What follows belongs to an exercise in optimizing a design on an open flow for small area and a short achievable clock period; a production flow would make more cautious choices.
Where RTL was checked, it was by simulation tests only, not by an equivalence proof against the original.
No activity file was given, so power comes from the tool's default toggle rates.

v6:
==> flow/design.v (excerpt) <==
module ALU_TOP (
  input  wire [15:0] A_TOP,
  input  wire [15:0] B_TOP,
  input  wire [3:0]  ALU_FUN_TOP,
  input  wire        CLK_TOP,
  input  wire        RST_TOP,
  output wire [31:0] Arith_OUT_TOP,
  output wire        Carry_OUT_TOP,
  output wire        Arith_Flag_TOP,
  output wire [15:0] Logic_OUT_TOP,
  output wire        Logic_Flag_TOP,
  output wire [1:0]  CMP_OUT_TOP,
  output wire        CMP_Flag_TOP,
  output wire [15:0] Shift_OUT_TOP,
  output wire        Shift_Flag_TOP
);
  localparam DK = 11;             
  reg [15:0] a_r, b_r;
  reg [3:0]  f_r;
  reg [15:16-DK] dq_r;            
  reg [DK-1:0]   dr_r;            
  wire [15:16-DK] dq_d;
  wire [DK-1:0]   dr_d;
  always @(posedge CLK_TOP or negedge RST_TOP)
    if (!RST_TOP)
      f_r <= 4'b1000;
    else
      f_r <= ALU_FUN_TOP;
  always @(posedge CLK_TOP) begin
    a_r  <= A_TOP;
    b_r  <= B_TOP;
    dq_r <= dq_d;
    dr_r <= dr_d;
  end
  DECODER_UNIT U_decoder_unit (
    .ALU_FUN(ALU_FUN_TOP[3:2]),
    .Arith_Enable(Arith_Flag_TOP),
    .Logic_Enable(Logic_Flag_TOP),
    .CMP_Enable(CMP_Flag_TOP),
    .Shift_Enable(Shift_Flag_TOP)
  );
  ...
==> module DIV_STEP, before the edit <==
module DIV_STEP #(parameter W = 1) (
  input  wire [W-1:0] U,
  input  wire [W-1:0] BL,
  input  wire         BHZ,
  output wire         Q,
  output wire [W-1:0] UN
);
  wire [W:0]   c;
  wire [W-1:0] s;
  assign c[0] = 1'b0;
  genvar j;
  generate for (j = 0; j < W; j = j + 1) begin : g
    assign s[j]   = U[j] ^ BL[j] ^ c[j];
    assign c[j+1] = (U[j] & BL[j]) | (c[j] & (U[j] ^ BL[j]));
  end endgenerate
  assign Q  = BHZ & ~c[W];
  assign UN = Q ? s : U;
endmodule
==> module DIV_LAST, before the edit <==
module DIV_LAST (
  input  wire [15:0] U,
  input  wire [15:0] B,
  output wire        Q
);
  wire [16:0] c;
  assign c[0] = 1'b0;
  genvar j;
  generate for (j = 0; j < 16; j = j + 1) begin : g
    assign c[j+1] = (U[j] & B[j]) | (c[j] & (U[j] ^ B[j]));
  end endgenerate
  assign Q = ~c[16];
endmodule
==> module DIV_HEAD, before the edit <==
module DIV_HEAD #(parameter K = 11) (
  input  wire [15:0]    A,
  input  wire [15:0]    B,
  output wire [15:16-K] Q,
  output wire [K-1:0]   R
);
  wire [15:1] nz;
  HIGH_OR U_nz (.B(B), .NZ(nz));
  genvar w;
  generate
    for (w = 1; w <= K; w = w + 1) begin : st
      wire [w-1:0] t;
      wire [w-1:0] r;
      if (w == 1) begin : f
        assign t = ~A[15];
      end else begin : n
        assign t = {st[w-1].r, ~A[16-w]};
      end
      DIV_STEP #(.W(w)) u (.U(t), .BL(B[w-1:0]), .BHZ(~nz[w]), .Q(Q[16-w]), .UN(r));
    end
  endgenerate
  assign R = st[K].r;
endmodule
==> module DIV_TAIL, before the edit <==
module DIV_TAIL #(parameter K = 11) (
  input  wire [15-K:0] A,
  input  wire [15:0]   B,
  input  wire [K-1:0]  RH,
  output wire [15-K:0] Q
);
  wire [15:1] nz;
  HIGH_OR U_nz (.B(B), .NZ(nz));
  genvar w;
  generate
    for (w = K + 1; w <= 15; w = w + 1) begin : st
      wire [w-1:0] t;
      wire [w-1:0] r;
      if (w == K + 1) begin : f
        assign t = {RH, ~A[16-w]};
      end else begin : n
        assign t = {st[w-1].r, ~A[16-w]};
      end
      DIV_STEP #(.W(w)) u (.U(t), .BL(B[w-1:0]), .BHZ(~nz[w]), .Q(Q[16-w]), .UN(r));
    end
  endgenerate
  DIV_LAST u_last (.U({st[15].r, ~A[0]}), .B(B), .Q(Q[0]));
endmodule
Settings: LEC_CHECK=0, ABC_AREA=1, CAP_MARGIN=20, CORE_MARGIN=2, CORE_UTILIZATION=60, CTS_BUF_LIST=sky130_fd_sc_hd__clkbuf_8, SLEW_MARGIN=20; clock period 140.0 ns.
standard.sh (not shown) runs the stock make flow with config.mk's settings and CLKGATE_MAP_FILE= SYNTH_SCRIPT=/design/flow/synth_recipe.tcl, a recipe that flattens the netlist after the stock synthesis.
==> flow/flow/run.sh <==
#!/bin/bash
# The standard layout (the standard.sh) with these changes:
# - the port buffers are sky130_fd_sc_hd__buf_1 cells;
# - Yosys's synth skips its generic "abc -fast" pass before full-adder
#   extraction (ABC still maps the design to cells afterwards);
# - ABC's area script (ABC_AREA = 1) is replaced by an area-recovering
#   mapping without ABC's buffering and sizing: strash; dch; map -a; strash; dch; map -a; topo
#   (a copy of ORFS's scripts folder, with only abc_area.script changed);
# - CTS builds a clock tree of clkbuf_8 cells without dummy loads
#   (CTS_ARGS: -sink_clustering_enable -repair_clock_nets -buf_list sky130_fd_sc_hd__clkbuf_8 -dont_use_dummy_load);
set -euo pipefail
cp -r "$FLOW_HOME/scripts" orfs_scripts
printf 'strash\ndch\nmap -a\nstrash\ndch\nmap -a\ntopo\n' > orfs_scripts/abc_area.script
export SCRIPTS_DIR="$PWD/orfs_scripts"
export BUFFER_PORTS_ARGS="-buffer_cell sky130_fd_sc_hd__buf_1"
export SYNTH_ARGS="-noabc"
export SETUP_SLACK_MARGIN=82.8
export CTS_ARGS="-sink_clustering_enable -repair_clock_nets -buf_list sky130_fd_sc_hd__clkbuf_8 -dont_use_dummy_load"
bash standard.sh > standard.log 2>&1
What v7 does differently from v6 at the input level:
--- a/flow/design.v
+++ b/flow/design.v
@@ -52,36 +52,37 @@
   end endgenerate
   assign C16 = c[16];
 endmodule
-module DIV_STEP #(parameter W = 1) (
-  input  wire [W-1:0] U,
+module DIV_STEP #(parameter W = 1, parameter INV = 1) (
+  input  wire [W-1:0] X,
   input  wire [W-1:0] BL,
   input  wire         BHZ,
   output wire         Q,
-  output wire [W-1:0] UN
+  output wire [W-1:0] XN
 );
   wire [W:0]   c;
   wire [W-1:0] s;
-  assign c[0] = 1'b0;
+  wire [W-1:0] y = INV ? BL : ~BL;
+  assign c[0] = INV ? 1'b0 : 1'b1;
   genvar j;
   generate for (j = 0; j < W; j = j + 1) begin : g
-    assign s[j]   = U[j] ^ BL[j] ^ c[j];
-    assign c[j+1] = (U[j] & BL[j]) | (c[j] & (U[j] ^ BL[j]));
+    assign s[j]   = X[j] ^ y[j] ^ c[j];
+    assign c[j+1] = (X[j] & y[j]) | (c[j] & (X[j] ^ y[j]));
   end endgenerate
-  assign Q  = BHZ & ~c[W];
-  assign UN = Q ? s : U;
+  assign Q  = BHZ & (INV ? ~c[W] : c[W]);
+  assign XN = ~(Q ? s : X);
 endmodule
 module DIV_LAST (
-  input  wire [15:0] U,
+  input  wire [15:0] T,
   input  wire [15:0] B,
   output wire        Q
 );
   wire [16:0] c;
-  assign c[0] = 1'b0;
+  assign c[0] = 1'b1;
   genvar j;
   generate for (j = 0; j < 16; j = j + 1) begin : g
-    assign c[j+1] = (U[j] & B[j]) | (c[j] & (U[j] ^ B[j]));
+    assign c[j+1] = (T[j] & ~B[j]) | (c[j] & (T[j] ^ ~B[j]));
   end endgenerate
-  assign Q = ~c[16];
+  assign Q = c[16];
 endmodule
 module HIGH_OR (
   input  wire [15:0] B,
@@ -120,10 +121,12 @@
       wire [w-1:0] r;
       if (w == 1) begin : f
         assign t = ~A[15];
-      end else begin : n
+      end else if (w % 2) begin : n
         assign t = {st[w-1].r, ~A[16-w]};
+      end else begin : p
+        assign t = {st[w-1].r, A[16-w]};
       end
-      DIV_STEP #(.W(w)) u (.U(t), .BL(B[w-1:0]), .BHZ(~nz[w]), .Q(Q[16-w]), .UN(r));
+      DIV_STEP #(.W(w), .INV(w % 2)) u (.X(t), .BL(B[w-1:0]), .BHZ(~nz[w]), .Q(Q[16-w]), .XN(r));
     end
   endgenerate
   assign R = st[K].r;
@@ -142,14 +145,20 @@
       wire [w-1:0] t;
       wire [w-1:0] r;
       if (w == K + 1) begin : f
-        assign t = {RH, ~A[16-w]};
-      end else begin : n
+        if (w % 2) begin : n
+          assign t = {RH, ~A[16-w]};
+        end else begin : p
+          assign t = {RH, A[16-w]};
+        end
+      end else if (w % 2) begin : n
         assign t = {st[w-1].r, ~A[16-w]};
+      end else begin : p
+        assign t = {st[w-1].r, A[16-w]};
       end
-      DIV_STEP #(.W(w)) u (.U(t), .BL(B[w-1:0]), .BHZ(~nz[w]), .Q(Q[16-w]), .UN(r));
+      DIV_STEP #(.W(w), .INV(w % 2)) u (.X(t), .BL(B[w-1:0]), .BHZ(~nz[w]), .Q(Q[16-w]), .XN(r));
     end
   endgenerate
-  DIV_LAST u_last (.U({st[15].r, ~A[0]}), .B(B), .Q(Q[0]));
+  DIV_LAST u_last (.T({st[15].r, A[0]}), .B(B), .Q(Q[0]));
 endmodule
 module MUL16 (
   input  wire [15:0] A,
==> comparison <==
v7 | status: complete | timing, DRC, antenna: pass. Changes observed in v7 relative to v6: non-clock inverter instance count of the final layout now larger, total met2 wirelength after detailed routing now larger, final cell count now smaller, met1 track demand over resource in global routing now larger. [compare] base=v6 new=v7: maximum frequency has remained practically unchanged, sequential power has remained practically unchanged.

========
ALU_TOP, a different RTL version from the one above (not shown whole).
Size: roughly 1600 cells after synthesis, ~58 flip-flops, about 110 I/O pins, about 13000 sq um of cells after synthesis.
==> flow/design.v (excerpt) <==
module ALU_TOP (
  input  wire [15:0] A_TOP,
  input  wire [15:0] B_TOP,
  input  wire [3:0]  ALU_FUN_TOP,
  input  wire        CLK_TOP,
  input  wire        RST_TOP,
  output wire [31:0] Arith_OUT_TOP,
  output wire        Carry_OUT_TOP,
  output wire        Arith_Flag_TOP,
  output wire [15:0] Logic_OUT_TOP,
  output wire        Logic_Flag_TOP,
  output wire [1:0]  CMP_OUT_TOP,
  output wire        CMP_Flag_TOP,
  output wire [15:0] Shift_OUT_TOP,
  output wire        Shift_Flag_TOP
);
==> module DIV_HEAD, before the edit <==
module DIV_HEAD #(parameter K = 11) (
  input  wire [15:0]    A,
  input  wire [15:0]    B,
  output wire [15:16-K] Q,
  output wire [K-1:0]   R
);
  wire [16:1] nz;
  assign nz[16] = 1'b0;
  genvar w;
  generate
    for (w = 15; w >= 1; w = w - 1) begin : o
      assign nz[w] = nz[w+1] | B[w];
    end
    for (w = 1; w <= K; w = w + 1) begin : st
      wire [w-1:0] t;
      wire [w-1:0] r;
      if (w == 1) begin : f
        assign t = ~A[15];
      end else begin : n
        assign t = {st[w-1].r, ~A[16-w]};
      end
      DIV_STEP #(.W(w)) u (.U(t), .BL(B[w-1:0]), .BHZ(~nz[w]), .Q(Q[16-w]), .UN(r));
    end
  endgenerate
  assign R = st[K].r;
endmodule
==> module DIV_TAIL, before the edit <==
module DIV_TAIL #(parameter K = 11) (
  input  wire [15-K:0] A,
  input  wire [15:0]   B,
  input  wire [K-1:0]  RH,
  output wire [15-K:0] Q
);
  wire [16:1] nz;
  assign nz[16] = 1'b0;
  genvar w;
  generate
    for (w = 15; w >= 1; w = w - 1) begin : o
      assign nz[w] = nz[w+1] | B[w];
    end
    for (w = K + 1; w <= 15; w = w + 1) begin : st
      wire [w-1:0] t;
      wire [w-1:0] r;
      if (w == K + 1) begin : f
        assign t = {RH, ~A[16-w]};
      end else begin : n
        assign t = {st[w-1].r, ~A[16-w]};
      end
      DIV_STEP #(.W(w)) u (.U(t), .BL(B[w-1:0]), .BHZ(~nz[w]), .Q(Q[16-w]), .UN(r));
    end
  endgenerate
  DIV_LAST u_last (.U({st[15].r, ~A[0]}), .B(B), .Q(Q[0]));
endmodule
export LEC_CHECK = 0
export ABC_AREA = 1
export CAP_MARGIN = 20
export CORE_MARGIN = 2
export CORE_UTILIZATION = 60
export SLEW_MARGIN = 20
create_clock -name core_clock -period 140.0 [get_ports {CLK_TOP}]
==> flow/flow/run.sh <==
#!/bin/bash
# The standard layout (the standard.sh), with two changes: the port
# buffers are sky130_fd_sc_hd__buf_1 cells, and Yosys's synth skips its
# generic "abc -fast" pass before full-adder extraction (ABC still maps the
# design to cells afterwards).  Each tool's output is in this folder's logs.
set -euo pipefail
export BUFFER_PORTS_ARGS="-buffer_cell sky130_fd_sc_hd__buf_1"
export SYNTH_ARGS="-noabc"
bash standard.sh > standard.log 2>&1
Change:
--- a/flow/design.v
+++ b/flow/design.v
@@ -81,23 +81,42 @@
   generate for (j = 0; j < 16; j = j + 1) begin : g
     assign c[j+1] = (U[j] & B[j]) | (c[j] & (U[j] ^ B[j]));
   end endgenerate
   assign Q = ~c[16];
 endmodule
+module HIGH_OR (
+  input  wire [15:0] B,
+  output wire [15:1] NZ
+);
+  wire [15:0] p;        
+  wire [3:0]  above;    
+  genvar k;
+  generate for (k = 0; k < 4; k = k + 1) begin : g
+    assign p[4*k+3] = B[4*k+3];
+    assign p[4*k+2] = B[4*k+3] | B[4*k+2];
+    assign p[4*k+1] = p[4*k+2] | B[4*k+1];
+    assign p[4*k]   = p[4*k+2] | (B[4*k+1] | B[4*k]);
+  end endgenerate
+  assign above[3] = 1'b0;
+  assign above[2] = p[12];
+  assign above[1] = p[12] | p[8];
+  assign above[0] = p[12] | (p[8] | p[4]);
+  genvar w;
+  generate for (w = 1; w < 16; w = w + 1) begin : o
+    assign NZ[w] = above[w/4] | p[w];
+  end endgenerate
+endmodule
 module DIV_HEAD #(parameter K = 11) (
   input  wire [15:0]    A,
   input  wire [15:0]    B,
   output wire [15:16-K] Q,
   output wire [K-1:0]   R
 );
-  wire [16:1] nz;
-  assign nz[16] = 1'b0;
+  wire [15:1] nz;
+  HIGH_OR U_nz (.B(B), .NZ(nz));
   genvar w;
   generate
-    for (w = 15; w >= 1; w = w - 1) begin : o
-      assign nz[w] = nz[w+1] | B[w];
-    end
     for (w = 1; w <= K; w = w + 1) begin : st
       wire [w-1:0] t;
       wire [w-1:0] r;
       if (w == 1) begin : f
         assign t = ~A[15];
@@ -113,17 +132,14 @@
   input  wire [15-K:0] A,
   input  wire [15:0]   B,
   input  wire [K-1:0]  RH,
   output wire [15-K:0] Q
 );
-  wire [16:1] nz;
-  assign nz[16] = 1'b0;
+  wire [15:1] nz;
+  HIGH_OR U_nz (.B(B), .NZ(nz));
   genvar w;
   generate
-    for (w = 15; w >= 1; w = w - 1) begin : o
-      assign nz[w] = nz[w+1] | B[w];
-    end
     for (w = K + 1; w <= 15; w = w + 1) begin : st
       wire [w-1:0] t;
       wire [w-1:0] r;
       if (w == K + 1) begin : f
         assign t = {RH, ~A[16-w]};
The new run completed with no timing, DRC or antenna violations.
Sequential cell count does not change.
Synthesized area is lower by 0.33%.
Final cell count came out lower by 0.47%.
Synthesized cell count is lower by 0.76%.
Global-route usage increases by 0.40 points.
Cell area went down by 0.32%.
Worst hold slack barely changes.
Via count falls by 1.1%.
Count of clock-buffer cells in the layout does not change.
Wire length decreases by 0.62%.

========
Setup of old:
ALU_TOP with an RTL version that a note above also has.
Size in the first run: about 1,400 cells after synthesis.
export LEC_CHECK = 0
export ABC_AREA = 1
export CAP_MARGIN = 20
export CORE_MARGIN = 2
export CORE_UTILIZATION = 60
export CTS_BUF_LIST = sky130_fd_sc_hd__clkbuf_8
export SLEW_MARGIN = 20
create_clock -name core_clock -period 140.0 [get_ports {CLK_TOP}]
==> flow/flow/run.sh <==
#!/bin/bash
# The standard layout (the standard.sh) with these changes:
# - the port buffers are sky130_fd_sc_hd__buf_1 cells;
# - Yosys's synth skips its generic "abc -fast" pass before full-adder
#   extraction (ABC still maps the design to cells afterwards);
# - ABC's area script (ABC_AREA = 1) is replaced by an area-recovering
#   mapping without ABC's buffering and sizing: strash; dch; amap; topo
#   (a copy of ORFS's scripts folder, with only abc_area.script changed);
# - CTS builds a clock tree of clkbuf_8 cells without dummy loads
#   (CTS_ARGS: -sink_clustering_enable -repair_clock_nets -buf_list sky130_fd_sc_hd__clkbuf_8 -dont_use_dummy_load);
set -euo pipefail
cp -r "$FLOW_HOME/scripts" orfs_scripts
printf 'strash\ndch\namap\ntopo\n' > orfs_scripts/abc_area.script
export SCRIPTS_DIR="$PWD/orfs_scripts"
export BUFFER_PORTS_ARGS="-buffer_cell sky130_fd_sc_hd__buf_1"
export SYNTH_ARGS="-noabc"
export SETUP_SLACK_MARGIN=82.8
export CTS_ARGS="-sink_clustering_enable -repair_clock_nets -buf_list sky130_fd_sc_hd__clkbuf_8 -dont_use_dummy_load"
bash standard.sh > standard.log 2>&1
> inputs changed (old -> new)
--- a/flow/design.v
+++ b/flow/design.v
@@ -51,25 +51,26 @@
     assign c[j+1] = (A[j] & bx[j]) | (c[j] & (A[j] ^ bx[j]));
   end endgenerate
   assign C16 = c[16];
 endmodule
-module DIV_STEP #(parameter W = 1) (
-  input  wire [W-1:0] U,
+module DIV_STEP #(parameter W = 1, parameter INV = 1) (
+  input  wire [W-1:0] X,
   input  wire [W-1:0] BL,
   input  wire         BHZ,
   output wire         Q,
-  output wire [W-1:0] UN
+  output wire [W-1:0] XN
 );
   wire [W:0]   c;
   wire [W-1:0] s;
-  assign c[0] = 1'b0;
+  wire [W-1:0] y = INV ? BL : ~BL;
+  assign c[0] = INV ? 1'b0 : 1'b1;
   genvar j;
   generate for (j = 0; j < W; j = j + 1) begin : g
-    assign s[j]   = U[j] ^ BL[j] ^ c[j];
-    assign c[j+1] = (U[j] & BL[j]) | (c[j] & (U[j] ^ BL[j]));
+    assign s[j]   = X[j] ^ y[j] ^ c[j];
+    assign c[j+1] = (X[j] & y[j]) | (c[j] & (X[j] ^ y[j]));
   end endgenerate
-  assign Q  = BHZ & ~c[W];
-  assign UN = Q ? s : U;
+  assign Q  = BHZ & (INV ? ~c[W] : c[W]);
+  assign XN = ~(Q ? s : X);
 endmodule
 module DIV_LAST (
   input  wire [15:0] U,
   input  wire [15:0] B,
@@ -118,13 +119,15 @@
     for (w = 1; w <= K; w = w + 1) begin : st
       wire [w-1:0] t;
       wire [w-1:0] r;
       if (w == 1) begin : f
-        assign t = ~A[15];
-      end else begin : n
+        assign t = A[15];
+      end else if (w % 2 == 0) begin : n
         assign t = {st[w-1].r, ~A[16-w]};
+      end else begin : p
+        assign t = {st[w-1].r, A[16-w]};
       end
-      DIV_STEP #(.W(w)) u (.U(t), .BL(B[w-1:0]), .BHZ(~nz[w]), .Q(Q[16-w]), .UN(r));
+      DIV_STEP #(.W(w), .INV(1 - w % 2)) u (.X(t), .BL(B[w-1:0]), .BHZ(~nz[w]), .Q(Q[16-w]), .XN(r));
     end
   endgenerate
   assign R = st[K].r;
 endmodule
@@ -141,13 +144,19 @@
     for (w = K + 1; w <= 15; w = w + 1) begin : st
       wire [w-1:0] t;
       wire [w-1:0] r;
       if (w == K + 1) begin : f
-        assign t = {RH, ~A[16-w]};
-      end else begin : n
+        if (w % 2 == 0) begin : n
+          assign t = {RH, ~A[16-w]};
+        end else begin : p
+          assign t = {RH, A[16-w]};
+        end
+      end else if (w % 2 == 0) begin : n
         assign t = {st[w-1].r, ~A[16-w]};
+      end else begin : p
+        assign t = {st[w-1].r, A[16-w]};
       end
-      DIV_STEP #(.W(w)) u (.U(t), .BL(B[w-1:0]), .BHZ(~nz[w]), .Q(Q[16-w]), .UN(r));
+      DIV_STEP #(.W(w), .INV(1 - w % 2)) u (.X(t), .BL(B[w-1:0]), .BHZ(~nz[w]), .Q(Q[16-w]), .XN(r));
     end
   endgenerate
   DIV_LAST u_last (.U({st[15].r, ~A[0]}), .B(B), .Q(Q[0]));
 endmodule
Notes after the runs:
new: no failed stages, no open violations at the end
The more densely filled core belongs to new, not old.
new vs old: simple-gate area share of the yosys netlist down in new
Of the two candidates, old has the better wire length of the first global-routing pass and new the worse one.
new vs. old: arrival time reported for the critical path endpoint shows an increase of 0.07 ns; final cell count decreased 26; total chip power lower.
[new] met1 capacity usage during global routing rose 1.0 points relative to old
[compare] base=old new=new: minimum clock period after layout shows an increase of 0.069 ns, number of primary I/O pins about even, final cell area excluding filler cells did not really move, share of post-route cells with drive strength above 1 up 1.2 points, synthesized cell count fell by about 3%.
For new, only the layout was checked, not whether the RTL still works.

[separate check: timing with driven ports]
In the flow no input, the clock included, has a driving cell. The finished layouts below were timed again as built, in two steps.
Step 1 sets driving cells, clkbuf_16 on the clock port and buf_2 on the other inputs (assumed; they add their load-dependent delay and slew).
Step 2 moves the port delays by t, midway between the first and last clock arrival at a register: inputs arrive t later, outputs are due t later. That takes back most of the time a late clock gives input paths.
Three values: ideal, step 1, step 2; two values: the first two.
run | t (ns) | setup WS [ns] | cell pins on the clock port's net
v6 | 0.357 | 83.449 / 83.429 / 83.429 | 1
v7 | 0.382 | 83.478 / 83.456 / 83.456 | 1
the first run of note 2 | 0.365 | 81.828 / 81.844 / 81.478 | 1
the second run of note 2 | 0.377 | 82.314 / 82.330 / 81.954 | 1
old | 0.391 | 83.488 / 83.464 / 83.464 | 1
new | 0.364 | 83.419 / 83.397 / 83.344 | 1
After both steps setup and hold are still met in every run listed. The setup slack of the second run of note 2, which loses most, moves by +0.016 ns with the drivers and by -0.360 ns with both steps.
